Background: an optimization exercise with open tools, aiming at small area. Do not read the settings as production practice. Only the layout flow was run in this run; the RTL was not checked for function there.

==> flow/design.v <==
package neural_compressor_pkg;
    parameter int DATA_WIDTH = 32;         
    typedef struct packed {
        logic [15:0] sample_count;
        logic [15:0] spike_count;
        logic [7:0]  compression_ratio;
        logic        overflow;
    } compress_stats_t;
endpackage
import neural_compressor_pkg::*;
module fixed_point_filter
(
    input  logic                    clk,
    input  logic                    rst_n,
    input  logic [DATA_WIDTH-1:0]   data_in,
    input  logic                    valid_in,
    output logic                    ready_out,
    output logic [DATA_WIDTH-1:0]   data_out,
    output logic                    valid_out,
    input  logic                    ready_in,
    input  logic                    taken,
    output logic [DATA_WIDTH-1:0]   delta_out
);
    logic [3:0] cnt;
    logic       fresh;     
    logic [31:0] xr;       
    logic [10:0] hx;       
    logic [13:0] hf;       
    logic [31:0] yr;       
    logic [31:0] s1, s2, s3, s4;  
    logic [31:0] dr;       
    logic        dz;       
    wire idle  = (cnt == 4'd0);
    wire outc  = (cnt == 4'd11);
    wire last  = outc & ~valid_out;
    wire shy   = (~idle & ~outc) | last;
    wire shs   = ((cnt >= 4'd4) & ~outc) | last;
    wire clrh  = idle | outc;
    wire c4    = (cnt == 4'd4);
    assign ready_out = idle;
    assign data_out  = yr;
    assign delta_out = dz ? 32'd0 : dr;
    always_ff @(posedge clk or negedge rst_n) begin
        if (!rst_n) begin
            cnt       <= 4'd0;
            valid_out <= 1'b0;
            fresh     <= 1'b1;
        end else begin
            valid_out <= outc;
            if (last) fresh <= 1'b0;
            if (idle) begin
                if (valid_in) cnt <= 4'd1;
            end else if (outc) begin
                if (ready_in) cnt <= 4'd0;
            end else begin
                cnt <= cnt + 4'd1;
            end
        end
    end
    wire [3:0] xs  = idle ? data_in[3:0] : xr[7:4];
    wire [3:0] hdx = idle ? 4'd0 : xr[3:0];
    wire [18:0] wx = {xs, hdx, hx};
    wire [7:0] yg  = fresh ? 8'd0 : yr[7:0];
    wire [3:0] fs  = clrh ? yg[3:0] : yg[7:4];
    wire [3:0] hdf = idle ? 4'd0 : yg[3:0];
    wire [21:0] wf = {fs, hdf, hf};
    logic cy1, cy2, cy3, cy4, cy6, cy7, cy8, cy9, cy10, cy12, cy13, cy14, cy16, cy17, cy18, cy19, cy20, cy21, cy22, cy23, cy25, cy26, cy27, cy28, cy29, cy30, cy31, cy33, cy34, cy35, cy36, cy37, cy39, cy40, cy41, cy42, cy43, cy44, cy45, cy46, cy47, cy49, cy50;
    wire [3:0] a1g = fresh ? 4'd0 : s1[3:0];
    wire [3:0] a2g = fresh ? 4'd0 : s2[3:0];
    wire [3:0] a3g = fresh ? 4'd0 : s3[3:0];
    wire [3:0] a4g = fresh ? 4'd0 : s4[3:0];
    wire [3:0] dg  = dz ? 4'd0 : dr[3:0];
    wire ci1 = cy1 & ~idle;
    wire [4:0] k1;
    wire [3:0] sm1;
    assign k1[0] = ci1;
    assign sm1[0] = wx[18:15][0] ^ wx[16:13][0] ^ k1[0];
    assign k1[1] = (wx[18:15][0] & wx[16:13][0]) | (k1[0] & (wx[18:15][0] ^ wx[16:13][0]));
    assign sm1[1] = wx[18:15][1] ^ wx[16:13][1] ^ k1[1];
    assign k1[2] = (wx[18:15][1] & wx[16:13][1]) | (k1[1] & (wx[18:15][1] ^ wx[16:13][1]));
    assign sm1[2] = wx[18:15][2] ^ wx[16:13][2] ^ k1[2];
    assign k1[3] = (wx[18:15][2] & wx[16:13][2]) | (k1[2] & (wx[18:15][2] ^ wx[16:13][2]));
    assign sm1[3] = wx[18:15][3] ^ wx[16:13][3] ^ k1[3];
    assign k1[4] = (wx[18:15][3] & wx[16:13][3]) | (k1[3] & (wx[18:15][3] ^ wx[16:13][3]));
    wire ci2 = cy2 & ~idle;
    wire [4:0] k2;
    wire [3:0] sm2;
    assign k2[0] = ci2;
    assign sm2[0] = sm1[0] ^ wx[14:11][0] ^ k2[0];
    assign k2[1] = (sm1[0] & wx[14:11][0]) | (k2[0] & (sm1[0] ^ wx[14:11][0]));
    assign sm2[1] = sm1[1] ^ wx[14:11][1] ^ k2[1];
    assign k2[2] = (sm1[1] & wx[14:11][1]) | (k2[1] & (sm1[1] ^ wx[14:11][1]));
    assign sm2[2] = sm1[2] ^ wx[14:11][2] ^ k2[2];
    assign k2[3] = (sm1[2] & wx[14:11][2]) | (k2[2] & (sm1[2] ^ wx[14:11][2]));
    assign sm2[3] = sm1[3] ^ wx[14:11][3] ^ k2[3];
    assign k2[4] = (sm1[3] & wx[14:11][3]) | (k2[3] & (sm1[3] ^ wx[14:11][3]));
    wire ci3 = cy3 & ~idle;
    wire [4:0] k3;
    wire [3:0] sm3;
    assign k3[0] = ci3;
    assign sm3[0] = sm2[0] ^ wx[11:8][0] ^ k3[0];
    assign k3[1] = (sm2[0] & wx[11:8][0]) | (k3[0] & (sm2[0] ^ wx[11:8][0]));
    assign sm3[1] = sm2[1] ^ wx[11:8][1] ^ k3[1];
    assign k3[2] = (sm2[1] & wx[11:8][1]) | (k3[1] & (sm2[1] ^ wx[11:8][1]));
    assign sm3[2] = sm2[2] ^ wx[11:8][2] ^ k3[2];
    assign k3[3] = (sm2[2] & wx[11:8][2]) | (k3[2] & (sm2[2] ^ wx[11:8][2]));
    assign sm3[3] = sm2[3] ^ wx[11:8][3] ^ k3[3];
    assign k3[4] = (sm2[3] & wx[11:8][3]) | (k3[3] & (sm2[3] ^ wx[11:8][3]));
    wire ci4 = cy4 & ~idle;
    wire [4:0] k4;
    wire [3:0] sm4;
    assign k4[0] = ci4;
    assign sm4[0] = sm3[0] ^ wx[9:6][0] ^ k4[0];
    assign k4[1] = (sm3[0] & wx[9:6][0]) | (k4[0] & (sm3[0] ^ wx[9:6][0]));
    assign sm4[1] = sm3[1] ^ wx[9:6][1] ^ k4[1];
    assign k4[2] = (sm3[1] & wx[9:6][1]) | (k4[1] & (sm3[1] ^ wx[9:6][1]));
    assign sm4[2] = sm3[2] ^ wx[9:6][2] ^ k4[2];
    assign k4[3] = (sm3[2] & wx[9:6][2]) | (k4[2] & (sm3[2] ^ wx[9:6][2]));
    assign sm4[3] = sm3[3] ^ wx[9:6][3] ^ k4[3];
    assign k4[4] = (sm3[3] & wx[9:6][3]) | (k4[3] & (sm3[3] ^ wx[9:6][3]));
    wire [3:0] n5 = ~sm4;
    wire ci6 = cy6 | idle;
    wire [4:0] k6;
    wire [3:0] sm6;
    assign k6[0] = ci6;
    assign sm6[0] = n5[0] ^ wx[6:3][0] ^ k6[0];
    assign k6[1] = (n5[0] & wx[6:3][0]) | (k6[0] & (n5[0] ^ wx[6:3][0]));
    assign sm6[1] = n5[1] ^ wx[6:3][1] ^ k6[1];
    assign k6[2] = (n5[1] & wx[6:3][1]) | (k6[1] & (n5[1] ^ wx[6:3][1]));
    assign sm6[2] = n5[2] ^ wx[6:3][2] ^ k6[2];
    assign k6[3] = (n5[2] & wx[6:3][2]) | (k6[2] & (n5[2] ^ wx[6:3][2]));
    assign sm6[3] = n5[3] ^ wx[6:3][3] ^ k6[3];
    assign k6[4] = (n5[3] & wx[6:3][3]) | (k6[3] & (n5[3] ^ wx[6:3][3]));
    wire ci7 = cy7 & ~idle;
    wire [4:0] k7;
    wire [3:0] sm7;
    assign k7[0] = ci7;
    assign sm7[0] = wx[15:12][0] ^ wx[13:10][0] ^ k7[0];
    assign k7[1] = (wx[15:12][0] & wx[13:10][0]) | (k7[0] & (wx[15:12][0] ^ wx[13:10][0]));
    assign sm7[1] = wx[15:12][1] ^ wx[13:10][1] ^ k7[1];
    assign k7[2] = (wx[15:12][1] & wx[13:10][1]) | (k7[1] & (wx[15:12][1] ^ wx[13:10][1]));
    assign sm7[2] = wx[15:12][2] ^ wx[13:10][2] ^ k7[2];
    assign k7[3] = (wx[15:12][2] & wx[13:10][2]) | (k7[2] & (wx[15:12][2] ^ wx[13:10][2]));
    assign sm7[3] = wx[15:12][3] ^ wx[13:10][3] ^ k7[3];
    assign k7[4] = (wx[15:12][3] & wx[13:10][3]) | (k7[3] & (wx[15:12][3] ^ wx[13:10][3]));
    wire ci8 = cy8 & ~idle;
    wire [4:0] k8;
    wire [3:0] sm8;
    assign k8[0] = ci8;
    assign sm8[0] = sm7[0] ^ wx[7:4][0] ^ k8[0];
    assign k8[1] = (sm7[0] & wx[7:4][0]) | (k8[0] & (sm7[0] ^ wx[7:4][0]));
    assign sm8[1] = sm7[1] ^ wx[7:4][1] ^ k8[1];
    assign k8[2] = (sm7[1] & wx[7:4][1]) | (k8[1] & (sm7[1] ^ wx[7:4][1]));
    assign sm8[2] = sm7[2] ^ wx[7:4][2] ^ k8[2];
    assign k8[3] = (sm7[2] & wx[7:4][2]) | (k8[2] & (sm7[2] ^ wx[7:4][2]));
    assign sm8[3] = sm7[3] ^ wx[7:4][3] ^ k8[3];
    assign k8[4] = (sm7[3] & wx[7:4][3]) | (k8[3] & (sm7[3] ^ wx[7:4][3]));
    wire ci9 = cy9 & ~idle;
    wire [4:0] k9;
    wire [3:0] sm9;
    assign k9[0] = ci9;
    assign sm9[0] = sm8[0] ^ wx[5:2][0] ^ k9[0];
    assign k9[1] = (sm8[0] & wx[5:2][0]) | (k9[0] & (sm8[0] ^ wx[5:2][0]));
    assign sm9[1] = sm8[1] ^ wx[5:2][1] ^ k9[1];
    assign k9[2] = (sm8[1] & wx[5:2][1]) | (k9[1] & (sm8[1] ^ wx[5:2][1]));
    assign sm9[2] = sm8[2] ^ wx[5:2][2] ^ k9[2];
    assign k9[3] = (sm8[2] & wx[5:2][2]) | (k9[2] & (sm8[2] ^ wx[5:2][2]));
    assign sm9[3] = sm8[3] ^ wx[5:2][3] ^ k9[3];
    assign k9[4] = (sm8[3] & wx[5:2][3]) | (k9[3] & (sm8[3] ^ wx[5:2][3]));
    wire ci10 = cy10 & ~idle;
    wire [4:0] k10;
    wire [3:0] sm10;
    assign k10[0] = ci10;
    assign sm10[0] = sm9[0] ^ wx[3:0][0] ^ k10[0];
    assign k10[1] = (sm9[0] & wx[3:0][0]) | (k10[0] & (sm9[0] ^ wx[3:0][0]));
    assign sm10[1] = sm9[1] ^ wx[3:0][1] ^ k10[1];
    assign k10[2] = (sm9[1] & wx[3:0][1]) | (k10[1] & (sm9[1] ^ wx[3:0][1]));
    assign sm10[2] = sm9[2] ^ wx[3:0][2] ^ k10[2];
    assign k10[3] = (sm9[2] & wx[3:0][2]) | (k10[2] & (sm9[2] ^ wx[3:0][2]));
    assign sm10[3] = sm9[3] ^ wx[3:0][3] ^ k10[3];
    assign k10[4] = (sm9[3] & wx[3:0][3]) | (k10[3] & (sm9[3] ^ wx[3:0][3]));
    wire [3:0] n11 = ~sm10;
    wire ci12 = cy12 | idle;
    wire [4:0] k12;
    wire [3:0] sm12;
    assign k12[0] = ci12;
    assign sm12[0] = n11[0] ^ wx[17:14][0] ^ k12[0];
    assign k12[1] = (n11[0] & wx[17:14][0]) | (k12[0] & (n11[0] ^ wx[17:14][0]));
    assign sm12[1] = n11[1] ^ wx[17:14][1] ^ k12[1];
    assign k12[2] = (n11[1] & wx[17:14][1]) | (k12[1] & (n11[1] ^ wx[17:14][1]));
    assign sm12[2] = n11[2] ^ wx[17:14][2] ^ k12[2];
    assign k12[3] = (n11[2] & wx[17:14][2]) | (k12[2] & (n11[2] ^ wx[17:14][2]));
    assign sm12[3] = n11[3] ^ wx[17:14][3] ^ k12[3];
    assign k12[4] = (n11[3] & wx[17:14][3]) | (k12[3] & (n11[3] ^ wx[17:14][3]));
    wire ci13 = cy13 & ~idle;
    wire [4:0] k13;
    wire [3:0] sm13;
    assign k13[0] = ci13;
    assign sm13[0] = sm12[0] ^ wx[11:8][0] ^ k13[0];
    assign k13[1] = (sm12[0] & wx[11:8][0]) | (k13[0] & (sm12[0] ^ wx[11:8][0]));
    assign sm13[1] = sm12[1] ^ wx[11:8][1] ^ k13[1];
    assign k13[2] = (sm12[1] & wx[11:8][1]) | (k13[1] & (sm12[1] ^ wx[11:8][1]));
    assign sm13[2] = sm12[2] ^ wx[11:8][2] ^ k13[2];
    assign k13[3] = (sm12[2] & wx[11:8][2]) | (k13[2] & (sm12[2] ^ wx[11:8][2]));
    assign sm13[3] = sm12[3] ^ wx[11:8][3] ^ k13[3];
    assign k13[4] = (sm12[3] & wx[11:8][3]) | (k13[3] & (sm12[3] ^ wx[11:8][3]));
    wire ci14 = cy14 & ~idle;
    wire [4:0] k14;
    wire [3:0] sm14;
    assign k14[0] = ci14;
    assign sm14[0] = sm13[0] ^ wx[9:6][0] ^ k14[0];
    assign k14[1] = (sm13[0] & wx[9:6][0]) | (k14[0] & (sm13[0] ^ wx[9:6][0]));
    assign sm14[1] = sm13[1] ^ wx[9:6][1] ^ k14[1];
    assign k14[2] = (sm13[1] & wx[9:6][1]) | (k14[1] & (sm13[1] ^ wx[9:6][1]));
    assign sm14[2] = sm13[2] ^ wx[9:6][2] ^ k14[2];
    assign k14[3] = (sm13[2] & wx[9:6][2]) | (k14[2] & (sm13[2] ^ wx[9:6][2]));
    assign sm14[3] = sm13[3] ^ wx[9:6][3] ^ k14[3];
    assign k14[4] = (sm13[3] & wx[9:6][3]) | (k14[3] & (sm13[3] ^ wx[9:6][3]));
    wire [3:0] n15 = ~wf[9:6];
    wire ci16 = cy16 & ~idle;
    wire [4:0] k16;
    wire [3:0] sm16;
    assign k16[0] = ci16;
    assign sm16[0] = n15[0] ^ wf[19:16][0] ^ k16[0];
    assign k16[1] = (n15[0] & wf[19:16][0]) | (k16[0] & (n15[0] ^ wf[19:16][0]));
    assign sm16[1] = n15[1] ^ wf[19:16][1] ^ k16[1];
    assign k16[2] = (n15[1] & wf[19:16][1]) | (k16[1] & (n15[1] ^ wf[19:16][1]));
    assign sm16[2] = n15[2] ^ wf[19:16][2] ^ k16[2];
    assign k16[3] = (n15[2] & wf[19:16][2]) | (k16[2] & (n15[2] ^ wf[19:16][2]));
    assign sm16[3] = n15[3] ^ wf[19:16][3] ^ k16[3];
    assign k16[4] = (n15[3] & wf[19:16][3]) | (k16[3] & (n15[3] ^ wf[19:16][3]));
    wire ci17 = cy17 & ~idle;
    wire [4:0] k17;
    wire [3:0] sm17;
    assign k17[0] = ci17;
    assign sm17[0] = sm16[0] ^ wf[16:13][0] ^ k17[0];
    assign k17[1] = (sm16[0] & wf[16:13][0]) | (k17[0] & (sm16[0] ^ wf[16:13][0]));
    assign sm17[1] = sm16[1] ^ wf[16:13][1] ^ k17[1];
    assign k17[2] = (sm16[1] & wf[16:13][1]) | (k17[1] & (sm16[1] ^ wf[16:13][1]));
    assign sm17[2] = sm16[2] ^ wf[16:13][2] ^ k17[2];
    assign k17[3] = (sm16[2] & wf[16:13][2]) | (k17[2] & (sm16[2] ^ wf[16:13][2]));
    assign sm17[3] = sm16[3] ^ wf[16:13][3] ^ k17[3];
    assign k17[4] = (sm16[3] & wf[16:13][3]) | (k17[3] & (sm16[3] ^ wf[16:13][3]));
    wire ci18 = cy18 & ~idle;
    wire [4:0] k18;
    wire [3:0] sm18;
    assign k18[0] = ci18;
    assign sm18[0] = sm17[0] ^ wf[14:11][0] ^ k18[0];
    assign k18[1] = (sm17[0] & wf[14:11][0]) | (k18[0] & (sm17[0] ^ wf[14:11][0]));
    assign sm18[1] = sm17[1] ^ wf[14:11][1] ^ k18[1];
    assign k18[2] = (sm17[1] & wf[14:11][1]) | (k18[1] & (sm17[1] ^ wf[14:11][1]));
    assign sm18[2] = sm17[2] ^ wf[14:11][2] ^ k18[2];
    assign k18[3] = (sm17[2] & wf[14:11][2]) | (k18[2] & (sm17[2] ^ wf[14:11][2]));
    assign sm18[3] = sm17[3] ^ wf[14:11][3] ^ k18[3];
    assign k18[4] = (sm17[3] & wf[14:11][3]) | (k18[3] & (sm17[3] ^ wf[14:11][3]));
    wire ci19 = cy19 & ~idle;
    wire [4:0] k19;
    wire [3:0] sm19;
    assign k19[0] = ci19;
    assign sm19[0] = sm18[0] ^ wf[6:3][0] ^ k19[0];
    assign k19[1] = (sm18[0] & wf[6:3][0]) | (k19[0] & (sm18[0] ^ wf[6:3][0]));
    assign sm19[1] = sm18[1] ^ wf[6:3][1] ^ k19[1];
    assign k19[2] = (sm18[1] & wf[6:3][1]) | (k19[1] & (sm18[1] ^ wf[6:3][1]));
    assign sm19[2] = sm18[2] ^ wf[6:3][2] ^ k19[2];
    assign k19[3] = (sm18[2] & wf[6:3][2]) | (k19[2] & (sm18[2] ^ wf[6:3][2]));
    assign sm19[3] = sm18[3] ^ wf[6:3][3] ^ k19[3];
    assign k19[4] = (sm18[3] & wf[6:3][3]) | (k19[3] & (sm18[3] ^ wf[6:3][3]));
    wire ci20 = cy20 & ~idle;
    wire [4:0] k20;
    wire [3:0] sm20;
    assign k20[0] = ci20;
    assign sm20[0] = sm19[0] ^ wf[4:1][0] ^ k20[0];
    assign k20[1] = (sm19[0] & wf[4:1][0]) | (k20[0] & (sm19[0] ^ wf[4:1][0]));
    assign sm20[1] = sm19[1] ^ wf[4:1][1] ^ k20[1];
    assign k20[2] = (sm19[1] & wf[4:1][1]) | (k20[1] & (sm19[1] ^ wf[4:1][1]));
    assign sm20[2] = sm19[2] ^ wf[4:1][2] ^ k20[2];
    assign k20[3] = (sm19[2] & wf[4:1][2]) | (k20[2] & (sm19[2] ^ wf[4:1][2]));
    assign sm20[3] = sm19[3] ^ wf[4:1][3] ^ k20[3];
    assign k20[4] = (sm19[3] & wf[4:1][3]) | (k20[3] & (sm19[3] ^ wf[4:1][3]));
    wire ci21 = cy21 & ~idle;
    wire [4:0] k21;
    wire [3:0] sm21;
    assign k21[0] = ci21;
    assign sm21[0] = wf[20:17][0] ^ wf[17:14][0] ^ k21[0];
    assign k21[1] = (wf[20:17][0] & wf[17:14][0]) | (k21[0] & (wf[20:17][0] ^ wf[17:14][0]));
    assign sm21[1] = wf[20:17][1] ^ wf[17:14][1] ^ k21[1];
    assign k21[2] = (wf[20:17][1] & wf[17:14][1]) | (k21[1] & (wf[20:17][1] ^ wf[17:14][1]));
    assign sm21[2] = wf[20:17][2] ^ wf[17:14][2] ^ k21[2];
    assign k21[3] = (wf[20:17][2] & wf[17:14][2]) | (k21[2] & (wf[20:17][2] ^ wf[17:14][2]));
    assign sm21[3] = wf[20:17][3] ^ wf[17:14][3] ^ k21[3];
    assign k21[4] = (wf[20:17][3] & wf[17:14][3]) | (k21[3] & (wf[20:17][3] ^ wf[17:14][3]));
    wire ci22 = cy22 & ~idle;
    wire [4:0] k22;
    wire [3:0] sm22;
    assign k22[0] = ci22;
    assign sm22[0] = sm21[0] ^ wf[15:12][0] ^ k22[0];
    assign k22[1] = (sm21[0] & wf[15:12][0]) | (k22[0] & (sm21[0] ^ wf[15:12][0]));
    assign sm22[1] = sm21[1] ^ wf[15:12][1] ^ k22[1];
    assign k22[2] = (sm21[1] & wf[15:12][1]) | (k22[1] & (sm21[1] ^ wf[15:12][1]));
    assign sm22[2] = sm21[2] ^ wf[15:12][2] ^ k22[2];
    assign k22[3] = (sm21[2] & wf[15:12][2]) | (k22[2] & (sm21[2] ^ wf[15:12][2]));
    assign sm22[3] = sm21[3] ^ wf[15:12][3] ^ k22[3];
    assign k22[4] = (sm21[3] & wf[15:12][3]) | (k22[3] & (sm21[3] ^ wf[15:12][3]));
    wire ci23 = cy23 & ~idle;
    wire [4:0] k23;
    wire [3:0] sm23;
    assign k23[0] = ci23;
    assign sm23[0] = sm22[0] ^ wf[3:0][0] ^ k23[0];
    assign k23[1] = (sm22[0] & wf[3:0][0]) | (k23[0] & (sm22[0] ^ wf[3:0][0]));
    assign sm23[1] = sm22[1] ^ wf[3:0][1] ^ k23[1];
    assign k23[2] = (sm22[1] & wf[3:0][1]) | (k23[1] & (sm22[1] ^ wf[3:0][1]));
    assign sm23[2] = sm22[2] ^ wf[3:0][2] ^ k23[2];
    assign k23[3] = (sm22[2] & wf[3:0][2]) | (k23[2] & (sm22[2] ^ wf[3:0][2]));
    assign sm23[3] = sm22[3] ^ wf[3:0][3] ^ k23[3];
    assign k23[4] = (sm22[3] & wf[3:0][3]) | (k23[3] & (sm22[3] ^ wf[3:0][3]));
    wire [3:0] n24 = ~sm23;
    wire ci25 = cy25 & ~idle;
    wire [4:0] k25;
    wire [3:0] sm25;
    assign k25[0] = ci25;
    assign sm25[0] = n24[0] ^ wf[10:7][0] ^ k25[0];
    assign k25[1] = (n24[0] & wf[10:7][0]) | (k25[0] & (n24[0] ^ wf[10:7][0]));
    assign sm25[1] = n24[1] ^ wf[10:7][1] ^ k25[1];
    assign k25[2] = (n24[1] & wf[10:7][1]) | (k25[1] & (n24[1] ^ wf[10:7][1]));
    assign sm25[2] = n24[2] ^ wf[10:7][2] ^ k25[2];
    assign k25[3] = (n24[2] & wf[10:7][2]) | (k25[2] & (n24[2] ^ wf[10:7][2]));
    assign sm25[3] = n24[3] ^ wf[10:7][3] ^ k25[3];
    assign k25[4] = (n24[3] & wf[10:7][3]) | (k25[3] & (n24[3] ^ wf[10:7][3]));
    wire ci26 = cy26 & ~idle;
    wire [4:0] k26;
    wire [3:0] sm26;
    assign k26[0] = ci26;
    assign sm26[0] = sm25[0] ^ wf[7:4][0] ^ k26[0];
    assign k26[1] = (sm25[0] & wf[7:4][0]) | (k26[0] & (sm25[0] ^ wf[7:4][0]));
    assign sm26[1] = sm25[1] ^ wf[7:4][1] ^ k26[1];
    assign k26[2] = (sm25[1] & wf[7:4][1]) | (k26[1] & (sm25[1] ^ wf[7:4][1]));
    assign sm26[2] = sm25[2] ^ wf[7:4][2] ^ k26[2];
    assign k26[3] = (sm25[2] & wf[7:4][2]) | (k26[2] & (sm25[2] ^ wf[7:4][2]));
    assign sm26[3] = sm25[3] ^ wf[7:4][3] ^ k26[3];
    assign k26[4] = (sm25[3] & wf[7:4][3]) | (k26[3] & (sm25[3] ^ wf[7:4][3]));
    wire ci27 = cy27 & ~idle;
    wire [4:0] k27;
    wire [3:0] sm27;
    assign k27[0] = ci27;
    assign sm27[0] = sm26[0] ^ wf[5:2][0] ^ k27[0];
    assign k27[1] = (sm26[0] & wf[5:2][0]) | (k27[0] & (sm26[0] ^ wf[5:2][0]));
    assign sm27[1] = sm26[1] ^ wf[5:2][1] ^ k27[1];
    assign k27[2] = (sm26[1] & wf[5:2][1]) | (k27[1] & (sm26[1] ^ wf[5:2][1]));
    assign sm27[2] = sm26[2] ^ wf[5:2][2] ^ k27[2];
    assign k27[3] = (sm26[2] & wf[5:2][2]) | (k27[2] & (sm26[2] ^ wf[5:2][2]));
    assign sm27[3] = sm26[3] ^ wf[5:2][3] ^ k27[3];
    assign k27[4] = (sm26[3] & wf[5:2][3]) | (k27[3] & (sm26[3] ^ wf[5:2][3]));
    wire ci28 = cy28 & ~idle;
    wire [4:0] k28;
    wire [3:0] sm28;
    assign k28[0] = ci28;
    assign sm28[0] = wf[21:18][0] ^ wf[17:14][0] ^ k28[0];
    assign k28[1] = (wf[21:18][0] & wf[17:14][0]) | (k28[0] & (wf[21:18][0] ^ wf[17:14][0]));
    assign sm28[1] = wf[21:18][1] ^ wf[17:14][1] ^ k28[1];
    assign k28[2] = (wf[21:18][1] & wf[17:14][1]) | (k28[1] & (wf[21:18][1] ^ wf[17:14][1]));
    assign sm28[2] = wf[21:18][2] ^ wf[17:14][2] ^ k28[2];
    assign k28[3] = (wf[21:18][2] & wf[17:14][2]) | (k28[2] & (wf[21:18][2] ^ wf[17:14][2]));
    assign sm28[3] = wf[21:18][3] ^ wf[17:14][3] ^ k28[3];
    assign k28[4] = (wf[21:18][3] & wf[17:14][3]) | (k28[3] & (wf[21:18][3] ^ wf[17:14][3]));
    wire ci29 = cy29 & ~idle;
    wire [4:0] k29;
    wire [3:0] sm29;
    assign k29[0] = ci29;
    assign sm29[0] = sm28[0] ^ wf[13:10][0] ^ k29[0];
    assign k29[1] = (sm28[0] & wf[13:10][0]) | (k29[0] & (sm28[0] ^ wf[13:10][0]));
    assign sm29[1] = sm28[1] ^ wf[13:10][1] ^ k29[1];
    assign k29[2] = (sm28[1] & wf[13:10][1]) | (k29[1] & (sm28[1] ^ wf[13:10][1]));
    assign sm29[2] = sm28[2] ^ wf[13:10][2] ^ k29[2];
    assign k29[3] = (sm28[2] & wf[13:10][2]) | (k29[2] & (sm28[2] ^ wf[13:10][2]));
    assign sm29[3] = sm28[3] ^ wf[13:10][3] ^ k29[3];
    assign k29[4] = (sm28[3] & wf[13:10][3]) | (k29[3] & (sm28[3] ^ wf[13:10][3]));
    wire ci30 = cy30 & ~idle;
    wire [4:0] k30;
    wire [3:0] sm30;
    assign k30[0] = ci30;
    assign sm30[0] = sm29[0] ^ wf[9:6][0] ^ k30[0];
    assign k30[1] = (sm29[0] & wf[9:6][0]) | (k30[0] & (sm29[0] ^ wf[9:6][0]));
    assign sm30[1] = sm29[1] ^ wf[9:6][1] ^ k30[1];
    assign k30[2] = (sm29[1] & wf[9:6][1]) | (k30[1] & (sm29[1] ^ wf[9:6][1]));
    assign sm30[2] = sm29[2] ^ wf[9:6][2] ^ k30[2];
    assign k30[3] = (sm29[2] & wf[9:6][2]) | (k30[2] & (sm29[2] ^ wf[9:6][2]));
    assign sm30[3] = sm29[3] ^ wf[9:6][3] ^ k30[3];
    assign k30[4] = (sm29[3] & wf[9:6][3]) | (k30[3] & (sm29[3] ^ wf[9:6][3]));
    wire ci31 = cy31 & ~idle;
    wire [4:0] k31;
    wire [3:0] sm31;
    assign k31[0] = ci31;
    assign sm31[0] = sm30[0] ^ wf[7:4][0] ^ k31[0];
    assign k31[1] = (sm30[0] & wf[7:4][0]) | (k31[0] & (sm30[0] ^ wf[7:4][0]));
    assign sm31[1] = sm30[1] ^ wf[7:4][1] ^ k31[1];
    assign k31[2] = (sm30[1] & wf[7:4][1]) | (k31[1] & (sm30[1] ^ wf[7:4][1]));
    assign sm31[2] = sm30[2] ^ wf[7:4][2] ^ k31[2];
    assign k31[3] = (sm30[2] & wf[7:4][2]) | (k31[2] & (sm30[2] ^ wf[7:4][2]));
    assign sm31[3] = sm30[3] ^ wf[7:4][3] ^ k31[3];
    assign k31[4] = (sm30[3] & wf[7:4][3]) | (k31[3] & (sm30[3] ^ wf[7:4][3]));
    wire [3:0] n32 = ~sm31;
    wire ci33 = cy33 & ~idle;
    wire [4:0] k33;
    wire [3:0] sm33;
    assign k33[0] = ci33;
    assign sm33[0] = n32[0] ^ wf[19:16][0] ^ k33[0];
    assign k33[1] = (n32[0] & wf[19:16][0]) | (k33[0] & (n32[0] ^ wf[19:16][0]));
    assign sm33[1] = n32[1] ^ wf[19:16][1] ^ k33[1];
    assign k33[2] = (n32[1] & wf[19:16][1]) | (k33[1] & (n32[1] ^ wf[19:16][1]));
    assign sm33[2] = n32[2] ^ wf[19:16][2] ^ k33[2];
    assign k33[3] = (n32[2] & wf[19:16][2]) | (k33[2] & (n32[2] ^ wf[19:16][2]));
    assign sm33[3] = n32[3] ^ wf[19:16][3] ^ k33[3];
    assign k33[4] = (n32[3] & wf[19:16][3]) | (k33[3] & (n32[3] ^ wf[19:16][3]));
    wire ci34 = cy34 & ~idle;
    wire [4:0] k34;
    wire [3:0] sm34;
    assign k34[0] = ci34;
    assign sm34[0] = sm33[0] ^ wf[15:12][0] ^ k34[0];
    assign k34[1] = (sm33[0] & wf[15:12][0]) | (k34[0] & (sm33[0] ^ wf[15:12][0]));
    assign sm34[1] = sm33[1] ^ wf[15:12][1] ^ k34[1];
    assign k34[2] = (sm33[1] & wf[15:12][1]) | (k34[1] & (sm33[1] ^ wf[15:12][1]));
    assign sm34[2] = sm33[2] ^ wf[15:12][2] ^ k34[2];
    assign k34[3] = (sm33[2] & wf[15:12][2]) | (k34[2] & (sm33[2] ^ wf[15:12][2]));
    assign sm34[3] = sm33[3] ^ wf[15:12][3] ^ k34[3];
    assign k34[4] = (sm33[3] & wf[15:12][3]) | (k34[3] & (sm33[3] ^ wf[15:12][3]));
    wire ci35 = cy35 & ~idle;
    wire [4:0] k35;
    wire [3:0] sm35;
    assign k35[0] = ci35;
    assign sm35[0] = sm34[0] ^ wf[11:8][0] ^ k35[0];
    assign k35[1] = (sm34[0] & wf[11:8][0]) | (k35[0] & (sm34[0] ^ wf[11:8][0]));
    assign sm35[1] = sm34[1] ^ wf[11:8][1] ^ k35[1];
    assign k35[2] = (sm34[1] & wf[11:8][1]) | (k35[1] & (sm34[1] ^ wf[11:8][1]));
    assign sm35[2] = sm34[2] ^ wf[11:8][2] ^ k35[2];
    assign k35[3] = (sm34[2] & wf[11:8][2]) | (k35[2] & (sm34[2] ^ wf[11:8][2]));
    assign sm35[3] = sm34[3] ^ wf[11:8][3] ^ k35[3];
    assign k35[4] = (sm34[3] & wf[11:8][3]) | (k35[3] & (sm34[3] ^ wf[11:8][3]));
    wire ci36 = cy36 & ~idle;
    wire [4:0] k36;
    wire [3:0] sm36;
    assign k36[0] = ci36;
    assign sm36[0] = sm35[0] ^ wf[4:1][0] ^ k36[0];
    assign k36[1] = (sm35[0] & wf[4:1][0]) | (k36[0] & (sm35[0] ^ wf[4:1][0]));
    assign sm36[1] = sm35[1] ^ wf[4:1][1] ^ k36[1];
    assign k36[2] = (sm35[1] & wf[4:1][1]) | (k36[1] & (sm35[1] ^ wf[4:1][1]));
    assign sm36[2] = sm35[2] ^ wf[4:1][2] ^ k36[2];
    assign k36[3] = (sm35[2] & wf[4:1][2]) | (k36[2] & (sm35[2] ^ wf[4:1][2]));
    assign sm36[3] = sm35[3] ^ wf[4:1][3] ^ k36[3];
    assign k36[4] = (sm35[3] & wf[4:1][3]) | (k36[3] & (sm35[3] ^ wf[4:1][3]));
    wire ci37 = cy37 & ~idle;
    wire [4:0] k37;
    wire [3:0] sm37;
    assign k37[0] = ci37;
    assign sm37[0] = wf[21:18][0] ^ wf[7:4][0] ^ k37[0];
    assign k37[1] = (wf[21:18][0] & wf[7:4][0]) | (k37[0] & (wf[21:18][0] ^ wf[7:4][0]));
    assign sm37[1] = wf[21:18][1] ^ wf[7:4][1] ^ k37[1];
    assign k37[2] = (wf[21:18][1] & wf[7:4][1]) | (k37[1] & (wf[21:18][1] ^ wf[7:4][1]));
    assign sm37[2] = wf[21:18][2] ^ wf[7:4][2] ^ k37[2];
    assign k37[3] = (wf[21:18][2] & wf[7:4][2]) | (k37[2] & (wf[21:18][2] ^ wf[7:4][2]));
    assign sm37[3] = wf[21:18][3] ^ wf[7:4][3] ^ k37[3];
    assign k37[4] = (wf[21:18][3] & wf[7:4][3]) | (k37[3] & (wf[21:18][3] ^ wf[7:4][3]));
    wire [3:0] n38 = ~sm37;
    wire ci39 = cy39 & ~idle;
    wire [4:0] k39;
    wire [3:0] sm39;
    assign k39[0] = ci39;
    assign sm39[0] = n38[0] ^ wf[17:14][0] ^ k39[0];
    assign k39[1] = (n38[0] & wf[17:14][0]) | (k39[0] & (n38[0] ^ wf[17:14][0]));
    assign sm39[1] = n38[1] ^ wf[17:14][1] ^ k39[1];
    assign k39[2] = (n38[1] & wf[17:14][1]) | (k39[1] & (n38[1] ^ wf[17:14][1]));
    assign sm39[2] = n38[2] ^ wf[17:14][2] ^ k39[2];
    assign k39[3] = (n38[2] & wf[17:14][2]) | (k39[2] & (n38[2] ^ wf[17:14][2]));
    assign sm39[3] = n38[3] ^ wf[17:14][3] ^ k39[3];
    assign k39[4] = (n38[3] & wf[17:14][3]) | (k39[3] & (n38[3] ^ wf[17:14][3]));
    wire ci40 = cy40 & ~idle;
    wire [4:0] k40;
    wire [3:0] sm40;
    assign k40[0] = ci40;
    assign sm40[0] = sm39[0] ^ wf[14:11][0] ^ k40[0];
    assign k40[1] = (sm39[0] & wf[14:11][0]) | (k40[0] & (sm39[0] ^ wf[14:11][0]));
    assign sm40[1] = sm39[1] ^ wf[14:11][1] ^ k40[1];
    assign k40[2] = (sm39[1] & wf[14:11][1]) | (k40[1] & (sm39[1] ^ wf[14:11][1]));
    assign sm40[2] = sm39[2] ^ wf[14:11][2] ^ k40[2];
    assign k40[3] = (sm39[2] & wf[14:11][2]) | (k40[2] & (sm39[2] ^ wf[14:11][2]));
    assign sm40[3] = sm39[3] ^ wf[14:11][3] ^ k40[3];
    assign k40[4] = (sm39[3] & wf[14:11][3]) | (k40[3] & (sm39[3] ^ wf[14:11][3]));
    wire ci41 = cy41 & ~idle;
    wire [4:0] k41;
    wire [3:0] sm41;
    assign k41[0] = ci41;
    assign sm41[0] = sm40[0] ^ wf[12:9][0] ^ k41[0];
    assign k41[1] = (sm40[0] & wf[12:9][0]) | (k41[0] & (sm40[0] ^ wf[12:9][0]));
    assign sm41[1] = sm40[1] ^ wf[12:9][1] ^ k41[1];
    assign k41[2] = (sm40[1] & wf[12:9][1]) | (k41[1] & (sm40[1] ^ wf[12:9][1]));
    assign sm41[2] = sm40[2] ^ wf[12:9][2] ^ k41[2];
    assign k41[3] = (sm40[2] & wf[12:9][2]) | (k41[2] & (sm40[2] ^ wf[12:9][2]));
    assign sm41[3] = sm40[3] ^ wf[12:9][3] ^ k41[3];
    assign k41[4] = (sm40[3] & wf[12:9][3]) | (k41[3] & (sm40[3] ^ wf[12:9][3]));
    wire ci42 = cy42 & ~c4;
    wire [4:0] k42;
    wire [3:0] sm42;
    assign k42[0] = ci42;
    assign sm42[0] = a1g[0] ^ sm6[0] ^ k42[0];
    assign k42[1] = (a1g[0] & sm6[0]) | (k42[0] & (a1g[0] ^ sm6[0]));
    assign sm42[1] = a1g[1] ^ sm6[1] ^ k42[1];
    assign k42[2] = (a1g[1] & sm6[1]) | (k42[1] & (a1g[1] ^ sm6[1]));
    assign sm42[2] = a1g[2] ^ sm6[2] ^ k42[2];
    assign k42[3] = (a1g[2] & sm6[2]) | (k42[2] & (a1g[2] ^ sm6[2]));
    assign sm42[3] = a1g[3] ^ sm6[3] ^ k42[3];
    assign k42[4] = (a1g[3] & sm6[3]) | (k42[3] & (a1g[3] ^ sm6[3]));
    wire ci43 = cy43 | c4;
    wire [4:0] k43;
    wire [3:0] sm43;
    assign k43[0] = ci43;
    assign sm43[0] = a2g[0] ^ sm20[0] ^ k43[0];
    assign k43[1] = (a2g[0] & sm20[0]) | (k43[0] & (a2g[0] ^ sm20[0]));
    assign sm43[1] = a2g[1] ^ sm20[1] ^ k43[1];
    assign k43[2] = (a2g[1] & sm20[1]) | (k43[1] & (a2g[1] ^ sm20[1]));
    assign sm43[2] = a2g[2] ^ sm20[2] ^ k43[2];
    assign k43[3] = (a2g[2] & sm20[2]) | (k43[2] & (a2g[2] ^ sm20[2]));
    assign sm43[3] = a2g[3] ^ sm20[3] ^ k43[3];
    assign k43[4] = (a2g[3] & sm20[3]) | (k43[3] & (a2g[3] ^ sm20[3]));
    wire ci44 = cy44 | c4;
    wire [4:0] k44;
    wire [3:0] sm44;
    assign k44[0] = ci44;
    assign sm44[0] = a3g[0] ^ sm14[0] ^ k44[0];
    assign k44[1] = (a3g[0] & sm14[0]) | (k44[0] & (a3g[0] ^ sm14[0]));
    assign sm44[1] = a3g[1] ^ sm14[1] ^ k44[1];
    assign k44[2] = (a3g[1] & sm14[1]) | (k44[1] & (a3g[1] ^ sm14[1]));
    assign sm44[2] = a3g[2] ^ sm14[2] ^ k44[2];
    assign k44[3] = (a3g[2] & sm14[2]) | (k44[2] & (a3g[2] ^ sm14[2]));
    assign sm44[3] = a3g[3] ^ sm14[3] ^ k44[3];
    assign k44[4] = (a3g[3] & sm14[3]) | (k44[3] & (a3g[3] ^ sm14[3]));
    wire ci45 = cy45 & ~c4;
    wire [4:0] k45;
    wire [3:0] sm45;
    assign k45[0] = ci45;
    assign sm45[0] = sm44[0] ^ sm27[0] ^ k45[0];
    assign k45[1] = (sm44[0] & sm27[0]) | (k45[0] & (sm44[0] ^ sm27[0]));
    assign sm45[1] = sm44[1] ^ sm27[1] ^ k45[1];
    assign k45[2] = (sm44[1] & sm27[1]) | (k45[1] & (sm44[1] ^ sm27[1]));
    assign sm45[2] = sm44[2] ^ sm27[2] ^ k45[2];
    assign k45[3] = (sm44[2] & sm27[2]) | (k45[2] & (sm44[2] ^ sm27[2]));
    assign sm45[3] = sm44[3] ^ sm27[3] ^ k45[3];
    assign k45[4] = (sm44[3] & sm27[3]) | (k45[3] & (sm44[3] ^ sm27[3]));
    wire ci46 = cy46 | c4;
    wire [4:0] k46;
    wire [3:0] sm46;
    assign k46[0] = ci46;
    assign sm46[0] = a4g[0] ^ sm36[0] ^ k46[0];
    assign k46[1] = (a4g[0] & sm36[0]) | (k46[0] & (a4g[0] ^ sm36[0]));
    assign sm46[1] = a4g[1] ^ sm36[1] ^ k46[1];
    assign k46[2] = (a4g[1] & sm36[1]) | (k46[1] & (a4g[1] ^ sm36[1]));
    assign sm46[2] = a4g[2] ^ sm36[2] ^ k46[2];
    assign k46[3] = (a4g[2] & sm36[2]) | (k46[2] & (a4g[2] ^ sm36[2]));
    assign sm46[3] = a4g[3] ^ sm36[3] ^ k46[3];
    assign k46[4] = (a4g[3] & sm36[3]) | (k46[3] & (a4g[3] ^ sm36[3]));
    wire ci47 = cy47 | c4;
    wire [4:0] k47;
    wire [3:0] sm47;
    assign k47[0] = ci47;
    assign sm47[0] = sm6[0] ^ sm41[0] ^ k47[0];
    assign k47[1] = (sm6[0] & sm41[0]) | (k47[0] & (sm6[0] ^ sm41[0]));
    assign sm47[1] = sm6[1] ^ sm41[1] ^ k47[1];
    assign k47[2] = (sm6[1] & sm41[1]) | (k47[1] & (sm6[1] ^ sm41[1]));
    assign sm47[2] = sm6[2] ^ sm41[2] ^ k47[2];
    assign k47[3] = (sm6[2] & sm41[2]) | (k47[2] & (sm6[2] ^ sm41[2]));
    assign sm47[3] = sm6[3] ^ sm41[3] ^ k47[3];
    assign k47[4] = (sm6[3] & sm41[3]) | (k47[3] & (sm6[3] ^ sm41[3]));
    wire [3:0] n48 = ~hf[5:2];
    wire ci49 = cy49 | c4;
    wire [4:0] k49;
    wire [3:0] sm49;
    assign k49[0] = ci49;
    assign sm49[0] = dg[0] ^ sm42[0] ^ k49[0];
    assign k49[1] = (dg[0] & sm42[0]) | (k49[0] & (dg[0] ^ sm42[0]));
    assign sm49[1] = dg[1] ^ sm42[1] ^ k49[1];
    assign k49[2] = (dg[1] & sm42[1]) | (k49[1] & (dg[1] ^ sm42[1]));
    assign sm49[2] = dg[2] ^ sm42[2] ^ k49[2];
    assign k49[3] = (dg[2] & sm42[2]) | (k49[2] & (dg[2] ^ sm42[2]));
    assign sm49[3] = dg[3] ^ sm42[3] ^ k49[3];
    assign k49[4] = (dg[3] & sm42[3]) | (k49[3] & (dg[3] ^ sm42[3]));
    wire ci50 = cy50 & ~c4;
    wire [4:0] k50;
    wire [3:0] sm50;
    assign k50[0] = ci50;
    assign sm50[0] = sm49[0] ^ n48[0] ^ k50[0];
    assign k50[1] = (sm49[0] & n48[0]) | (k50[0] & (sm49[0] ^ n48[0]));
    assign sm50[1] = sm49[1] ^ n48[1] ^ k50[1];
    assign k50[2] = (sm49[1] & n48[1]) | (k50[1] & (sm49[1] ^ n48[1]));
    assign sm50[2] = sm49[2] ^ n48[2] ^ k50[2];
    assign k50[3] = (sm49[2] & n48[2]) | (k50[2] & (sm49[2] ^ n48[2]));
    assign sm50[3] = sm49[3] ^ n48[3] ^ k50[3];
    assign k50[4] = (sm49[3] & n48[3]) | (k50[3] & (sm49[3] ^ n48[3]));
    always_ff @(posedge clk) begin
        xr <= idle ? data_in : {{4{xr[31]}}, xr[31:4]};
        hx <= clrh ? 11'd0 : {xr[3:0], hx[10:4]};
        hf <= clrh ? 14'd0 : {yg[3:0], hf[13:4]};
        cy1 <= k1[4];
        cy2 <= k2[4];
        cy3 <= k3[4];
        cy4 <= k4[4];
        cy6 <= k6[4];
        cy7 <= k7[4];
        cy8 <= k8[4];
        cy9 <= k9[4];
        cy10 <= k10[4];
        cy12 <= k12[4];
        cy13 <= k13[4];
        cy14 <= k14[4];
        cy16 <= k16[4];
        cy17 <= k17[4];
        cy18 <= k18[4];
        cy19 <= k19[4];
        cy20 <= k20[4];
        cy21 <= k21[4];
        cy22 <= k22[4];
        cy23 <= k23[4];
        cy25 <= k25[4];
        cy26 <= k26[4];
        cy27 <= k27[4];
        cy28 <= k28[4];
        cy29 <= k29[4];
        cy30 <= k30[4];
        cy31 <= k31[4];
        cy33 <= k33[4];
        cy34 <= k34[4];
        cy35 <= k35[4];
        cy36 <= k36[4];
        cy37 <= k37[4];
        cy39 <= k39[4];
        cy40 <= k40[4];
        cy41 <= k41[4];
        cy42 <= k42[4];
        cy43 <= k43[4];
        cy44 <= k44[4];
        cy45 <= k45[4];
        cy46 <= k46[4];
        cy47 <= k47[4];
        cy49 <= k49[4];
        cy50 <= k50[4];
        if (taken) dz <= 1'b1;
        else if (last) dz <= 1'b0;
        if (shy) yr <= {(cnt <= 4'd3) ? {4{yr[31]}} : sm42, yr[31:4]};
        if (shs) begin
            s1 <= {sm43, s1[31:4]};
            s2 <= {sm45, s2[31:4]};
            s3 <= {sm46, s3[31:4]};
            s4 <= {sm47, s4[31:4]};
            dr <= {sm50, dr[31:4]};
        end
    end
endmodule
import neural_compressor_pkg::*;
module spike_detector
(
    input  logic                    clk,
    input  logic                    rst_n,
    input  logic [DATA_WIDTH-1:0]   data_in,
    input  logic                    valid_in,
    output logic                    spike_detected,
    output logic                    valid_out,
    input  logic                    ready_in,
    input  logic [DATA_WIDTH-1:0]   threshold,
    output logic [15:0]             spike_count
);
    logic [4:0] wcnt;
    logic       window_full;
    logic       spike_flag;
    logic [3:0] refractory_counter;
    wire take = valid_in & ready_in;
    wire        neg = data_in[DATA_WIDTH-1];
    wire [31:0] mag = data_in ^ {32{neg}};
    wire [32:0] cmp = {1'b0, mag} + {1'b0, ~threshold} + {32'd0, neg};
    wire threshold_exceeded = cmp[32];
    always_ff @(posedge clk or negedge rst_n) begin
        if (!rst_n) begin
            wcnt <= '0;
            window_full <= '0;
            spike_count <= '0;
            spike_flag <= '0;
            refractory_counter <= '0;
            spike_detected <= '0;
            valid_out <= '0;
        end else begin
            valid_out <= take | (valid_out & valid_in & ~ready_in);
            if (take) begin
                spike_detected <= spike_flag;
                if (!window_full) begin
                    wcnt <= wcnt + 5'd1;
                    window_full <= (wcnt == 5'd31);
                end
                if (refractory_counter != 4'd0) begin
                    refractory_counter <= refractory_counter - 4'd1;
                    spike_flag <= 1'b0;
                end else if (threshold_exceeded && window_full) begin
                    spike_flag <= 1'b1;
                    spike_count <= spike_count + 16'd1;
                    refractory_counter <= 4'd8;
                end else begin
                    spike_flag <= 1'b0;
                end
            end else begin
                spike_flag <= 1'b0;
            end
        end
    end
endmodule
import neural_compressor_pkg::*;
module delta_compressor
(
    input  logic                    clk,
    input  logic                    rst_n,
    input  logic [DATA_WIDTH-1:0]   data_in,
    input  logic [DATA_WIDTH-1:0]   delta_in,      
    input  logic                    spike_in,
    input  logic                    valid_in,
    input  logic                    ready_in,
    output logic [DATA_WIDTH-1:0]   compressed_out,
    output logic [1:0]              packet_type,   
    output logic                    valid_out,
    output neural_compressor_pkg::compress_stats_t stats,
    output logic                    take
);
    logic first_sample;
    logic [15:0] sample_cnt, spike_cnt;
    logic ratio_set;
    assign take = valid_in & ready_in;
    wire raw  = spike_in | first_sample;
    always_ff @(posedge clk or negedge rst_n) begin
        if (!rst_n) begin
            compressed_out <= '0;
            packet_type <= '0;
            valid_out <= '0;
            first_sample <= '1;
            sample_cnt <= '0;
            spike_cnt <= '0;
            ratio_set <= '0;
        end else begin
            valid_out <= take;
            ratio_set <= 1'b1;
            sample_cnt <= sample_cnt + {15'd0, valid_out};
            spike_cnt <= spike_cnt + {15'd0, valid_out & packet_type[1] & ~packet_type[0]};
            if (take) begin
                compressed_out <= raw ? data_in : delta_in;
                packet_type <= {raw, ~spike_in & first_sample};
                first_sample <= 1'b0;
            end
        end
    end
    assign stats.sample_count = sample_cnt;
    assign stats.spike_count = spike_cnt;
    assign stats.compression_ratio = {1'b0, ratio_set, ratio_set, 2'b00, ratio_set, 2'b00};
    assign stats.overflow = 1'b0;
endmodule
import neural_compressor_pkg::*;
module neural_compressor_top
(
    input  logic        clk,
    input  logic        rst_n,
    input  logic [DATA_WIDTH-1:0]   s_axis_tdata,
    input  logic                    s_axis_tvalid,
    output logic                    s_axis_tready,
    input  logic                    s_axis_tlast,
    output logic [DATA_WIDTH-1:0]   m_axis_tdata,
    output logic [1:0]              m_axis_tuser,   
    output logic                    m_axis_tvalid,
    input  logic                    m_axis_tready,
    output logic                    m_axis_tlast,
    input  logic [DATA_WIDTH-1:0]   cfg_threshold,
    input  logic                    cfg_enable,
    output neural_compressor_pkg::compress_stats_t         stats,
    output logic [15:0]             spike_count
);
    logic [DATA_WIDTH-1:0] filtered_data;
    logic filtered_valid;
    logic spike_detected;
    logic detected_valid;
    logic [DATA_WIDTH-1:0] delta;
    logic taken;
    fixed_point_filter u_filter (
        .clk        (clk),
        .rst_n      (rst_n),
        .data_in    (s_axis_tdata),
        .valid_in   (s_axis_tvalid && cfg_enable),
        .ready_out  (s_axis_tready),
        .data_out   (filtered_data),
        .valid_out  (filtered_valid),
        .ready_in   (m_axis_tready),
        .taken      (taken),
        .delta_out  (delta)
    );
    spike_detector u_detector (
        .clk            (clk),
        .rst_n          (rst_n),
        .data_in        (filtered_data),
        .valid_in       (filtered_valid),
        .spike_detected (spike_detected),
        .valid_out      (detected_valid),
        .ready_in       (m_axis_tready),
        .threshold      (cfg_threshold),
        .spike_count    (spike_count)
    );
    delta_compressor u_compressor (
        .clk            (clk),
        .rst_n          (rst_n),
        .data_in        (filtered_data),
        .delta_in       (delta),
        .spike_in       (spike_detected),
        .valid_in       (detected_valid),
        .ready_in       (m_axis_tready),
        .compressed_out (m_axis_tdata),
        .packet_type    (m_axis_tuser),
        .valid_out      (m_axis_tvalid),
        .stats          (stats),
        .take           (taken)
    );
    logic tlast_pending;
    always_ff @(posedge clk or negedge rst_n) begin
        if (!rst_n) begin
            tlast_pending <= '0;
            m_axis_tlast <= '0;
        end else begin
            if (s_axis_tvalid && s_axis_tready && s_axis_tlast)
                tlast_pending <= '1;
            if (m_axis_tvalid && m_axis_tready && tlast_pending) begin
                m_axis_tlast <= '1;
                tlast_pending <= '0;
            end else begin
                m_axis_tlast <= '0;
            end
        end
    end
endmodule
==> flow/flow/run.sh <==
#!/bin/bash
set -euo pipefail
export BUFFER_PORTS_ARGS="-buffer_cell sky130_fd_sc_hd__buf_1"
export CTS_ARGS="-sink_clustering_enable -repair_clock_nets -buf_list sky130_fd_sc_hd__clkbuf_16 -sink_clustering_size 32 -sink_clustering_max_diameter 100 -dont_use_dummy_load"
bash standard.sh > make_flow.log 2>&1
==> flow/standard.sh <==
#!/bin/bash
# synth_recipe.tcl (not shown) runs the flow's synth.tcl, then flattens the netlist and writes it again
# the make line also repeats each setting of config.mk as NAME=value (left out here)
make -C /OpenROAD-flow-scripts/flow DESIGN_CONFIG=/design/flow/config.mk WORK_HOME=/design/flow/orfs CLKGATE_MAP_FILE= SYNTH_SCRIPT=/design/flow/synth_recipe.tcl "${@:-finish}"
==> flow/config.mk <==
export PLATFORM = sky130hd
export DESIGN_NAME = neural_compressor_top
export DESIGN_NICKNAME = neural_compressor_top
export VERILOG_FILES = /design/flow/design.v
export SDC_FILE = /design/flow/constraint.sdc
export NUM_CORES = 8
export LEC_CHECK = 0
export CAP_MARGIN = 20
export CORE_MARGIN = 2
export CORE_UTILIZATION = 75
export SLEW_MARGIN = 20
==> flow/constraint.sdc <==
create_clock -name core_clock -period 120.0 [get_ports {clk}]
set_input_delay 24.0000 -clock core_clock [delete_from_list [all_inputs] [get_ports {clk}]]
set_output_delay 24.0000 -clock core_clock [all_outputs]
set_load 0.01 [all_outputs]
==> out/qor.yml <==
flow_run:
  max_cap_viol_count: 0
sta:
  finalHoldViolations: 0
  rsz0062_at_grt: "no"
  post-route-min-period_ns: 26.20
  tns_ns: 0
  finClkSkew_ns: 0.0504
  relSlewSlack_pct: 31.5
  max_clock_freq_mhz: 38.2
  setup-violations-final: 0
  slew_violations: 0
  worstMarginPinSlew_ns: 1.03
  fin_crit_sh_pct: 21.8
run_status:
  status: "finished clean"
placement:
  hpwl_um: 22700
  gp_congestion: 0.811
  portBuffers: 157
  placed_area_um2: 18800
critical_path:
  ff2ff_path_depth: 18
  cp_data_arrival_time_ns: 26.62
  cp_max_fo: 15
  endpoint_kind: "flop"
  worstSetupStartpointType: "input port"
  worstReg2RegEnd: "u_filter.s3[31]"
  critPathRequiredTime_ns: 120.42
  ff2ff_setup_slack_ns: 112.28
  r2r-start: "u_filter.cnt[0]"
  critPathKind: "in -> reg"
die:
  die_w_um: 159
  core_um2: 23500
  dieArea_um2: 25100
  ioPinCount: 164
  num_rows: 56
  start_util_pct: 76.3
  die_h_um: 159
synth:
  yosysSeqAreaShare_pct: 58.0
  ys_warn_count: 4
  avgSynthCellArea_um2: 13.6
  synth_edf_count: 193
  netlist.area_leader.share_pct: 32.3
  synth_area_um2: 17900
  synthCells: 1322
  yosys-top-cells-area: "edfxtp_1 32%, fa_1 17%, dfrtp_1 15%"
  synth_async_sr_flop_share_pct: 26.8
  ys.flop_type: "edfxtp_1"
  synthDistinctLibCells: 51
  ys_ff_latch: 396
  synth_area_leader_cell: "edfxtp_1"
layout:
  final_area_um2: 19200
  area_growth_pct: 7.40
  fillers: 1328
  antenna_cells: 0
  drive_above_1_share_pct: 3.76
  nets: 1727
clock_network:
  clock_sinks: 396
  tritoncts: "built"
  cts_hold_buf: 0
  root_buffer: "clkbuf_16"
  cts_max_path_buffers: 3
  cts_resized: 0
  clk_pin_slew_worst_paths_ns: 0.12
  h-tree-depth: 1
  cts_setup_buffers: 0
  cts_buffers: 16
  clkLatencyLatePin_ns: 0.52
detailed_routing:
  remaining_drc_errors: 0
  vias: 9878
  avgRoutedWirePerCell_um: 18.4
  drt_iter0_markers: 822
  ant_nets: 0
  first_pass_iters: 5
  viasPerCell: 5.54
  wirelength_um: 32700
min_path:
  holdPathEnd: "u_filter.s3[18]"
  hold_class: "reg -> reg"
  min_path_cells: 0
  hp-start: "u_filter.s3[22]"
grt:
  grt_overflow: 0
  grt_pass1_wl_um: 51600
  grt_pass1_vias: 10026
  antenna_found_initial: 0
  track_usage_pct: 27.2
  grt_max_degree: 87
-- cell usage after synthesis, types with 4 or more instances --
| library cell | instances |
|---|---|
| inv_1 | 127 |
| o21ai_0 | 44 |
| xnor2_1 | 34 |
| a21o_1 | 5 |
| nand2b_1 | 17 |
| edfxtp_1 | 193 |
| mux2i_1 | 4 |
| ha_1 | 39 |
| o2111ai_1 | 4 |
| o211ai_2 | 7 |
| and2_1 | 29 |
| clkbuf_1 | 32 |
| nand4_1 | 5 |
| xor2_1 | 43 |
| nor2b_1 | 13 |
| dfxtp_1 | 97 |
| dfrtp_1 | 104 |
| and3_1 | 33 |
| nand3b_1 | 4 |
| nand3_1 | 14 |
| fa_1 | 152 |
| buf_4 | 9 |
| buf_1 | 4 |
| nor3b_1 | 32 |
| mux2_2 | 4 |
| a21oi_1 | 48 |
| o21a_1 | 4 |
| nand2_1 | 165 |
| nor2_1 | 23 |
| nor3_1 | 4 |
-- through the flow --
stage / hold slack, ns / utilization [%] / setup slack, ns / std cells
final: 0.360 / 82.0 / 93.80 / 1783
after global routing: 0.366 / 82.0 / 93.71 / 1783
after CTS: 0.366 / 81.8 / 93.82 / 1782
after detailed placement: 0.405 / 80.1 / 93.27 / 1766
after global placement: 0.400 / 80.1 / 93.30 / 1766
after floorplan: 0.399 / - / 93.75 / 1327
-- sequential cells by signal, summed over array words and instances (netlist names), 2 cells and up --
register / cells
u_compressor.compressed_out: 32
u_compressor.packet_type: 2
u_compressor.sample_cnt: 16
u_compressor.spike_cnt: 16
u_detector.refractory_counter: 4
u_detector.spike_count: 16
u_detector.wcnt: 5
u_filter.cnt: 4
u_filter.dr: 32
u_filter.hf: 14
u_filter.hx: 11
u_filter.s1: 32
u_filter.s2: 32
u_filter.s3: 32
u_filter.s4: 32
u_filter.xr: 32
u_filter.yr: 32
-- cell usage in the layout (no fill, tap or decap), types with 2 or more instances in the layout --
master,n
edfxtp_1,193
o21a_1,4
ha_1,39
dfrtp_1,104
inv_1,127
buf_1,156
clkbuf_16,16
dfstp_2,2
nand3_1,14
nor2_1,23
dfxtp_1,97
nor3_1,4
nand2b_1,17
a21o_1,4
o21ai_0,44
nand3b_1,4
o211ai_2,7
nand2_1,163
nand4_1,5
nor3b_1,32
mux2i_1,4
or2_2,2
buf_4,11
xnor2_1,34
nor2b_1,13
and2_1,29
and3_1,33
xor2_1,43
fa_1,152
a21oi_1,47
conb_1,7
or4_4,2
and4_1,3
o21ai_1,3
o2111ai_1,4
mux2_2,4
-- kinds of logic after synthesis --
family | after synthesis | share of synthesized area [%]
AOI/OAI and AO/OA | 123 | 4.15
xor gates and xnor gates | 77 | 3.76
adders and majority gates | 191 | 19.7
buffers and inverters | 176 | 3.93
DFF | 396 | 58.0
muxes | 9 | 0.559
other | 2 | 0.0419
and+or+nand+nor | 348 | 9.85
-- how the worst max path moves through the flow --
stage / slack (ns) / from / cells past startpoint / end
3_5_place_dp: 93.27 / cfg_threshold[29] / 9 / u_detector.spike_count[1]
4_1_cts: 93.82 / cfg_threshold[29] / 9 / u_detector.spike_count[1]
2_1_floorplan: 93.75 / cfg_threshold[29] / 8 / u_detector.spike_count[1]
3_3_place_gp: 93.30 / cfg_threshold[29] / 9 / u_detector.spike_count[1]
6_report: 93.80 / cfg_threshold[29] / 9 / u_detector.spike_count[1]
5_1_grt: 93.71 / cfg_threshold[25] / 9 / u_detector.spike_count[1]
-- worst max-delay path: stages --
cell,delay [ns]
buf_1,0.07
inv_1,0.04
ha_1,0.32
nand4b_4,0.12
or4_4,0.55
or4_4,0.51
a31oi_4,0.52
o21ai_2,0.17
mux2_4,0.32
-- metal layers --
metal	wire [µm]	global-route usage, %	part of all wire, %	vias up
li1	-	-	-	4600
met1	14000	37.9	43	4942
met2	16400	47.2	50	298
met3	1760	3.38	5.4	38
met4	516	5.62	1.6	0
met5	0	0	0	-
-- final cells by class --
class | count | area [µm²] | area share (%)
timing repair buffer | 169 | 703 | 3.65
tap | 319 | 399 | 2.07
sequential | 396 | 10400 | 54.0
inverter | 128 | 480 | 2.50
clock buffer | 16 | 400 | 2.08
multi-input combinational | 755 | 6870 | 35.7

==> what the ideal ports hide <==
In the flow no input, the clock included, has a driving cell. The finished layout below was timed again as built, in two steps. Step 1 assumes that a clkbuf_16 drives the clock port and a buf_2 every other input. Step 2 adds t to the input delays and takes it off the output delays; t is the mean of the earliest and latest rising clock arrival at the registers after step 1. Input paths then give back, and output paths get back, about the clock's delay inside the block. Slacks: ideal ports / drivers / drivers and shift; pairs: ideal ports / drivers.
shift t [ns]: 0.545
slack for setup (ns): 93.800 / 93.796 / 93.282
worst slew at a driven data input, ns: 0.04
After both steps setup and hold are still met in this run. For this run, drivers alone change the setup slack by -0.004 ns; drivers and shift together by -0.518 ns.
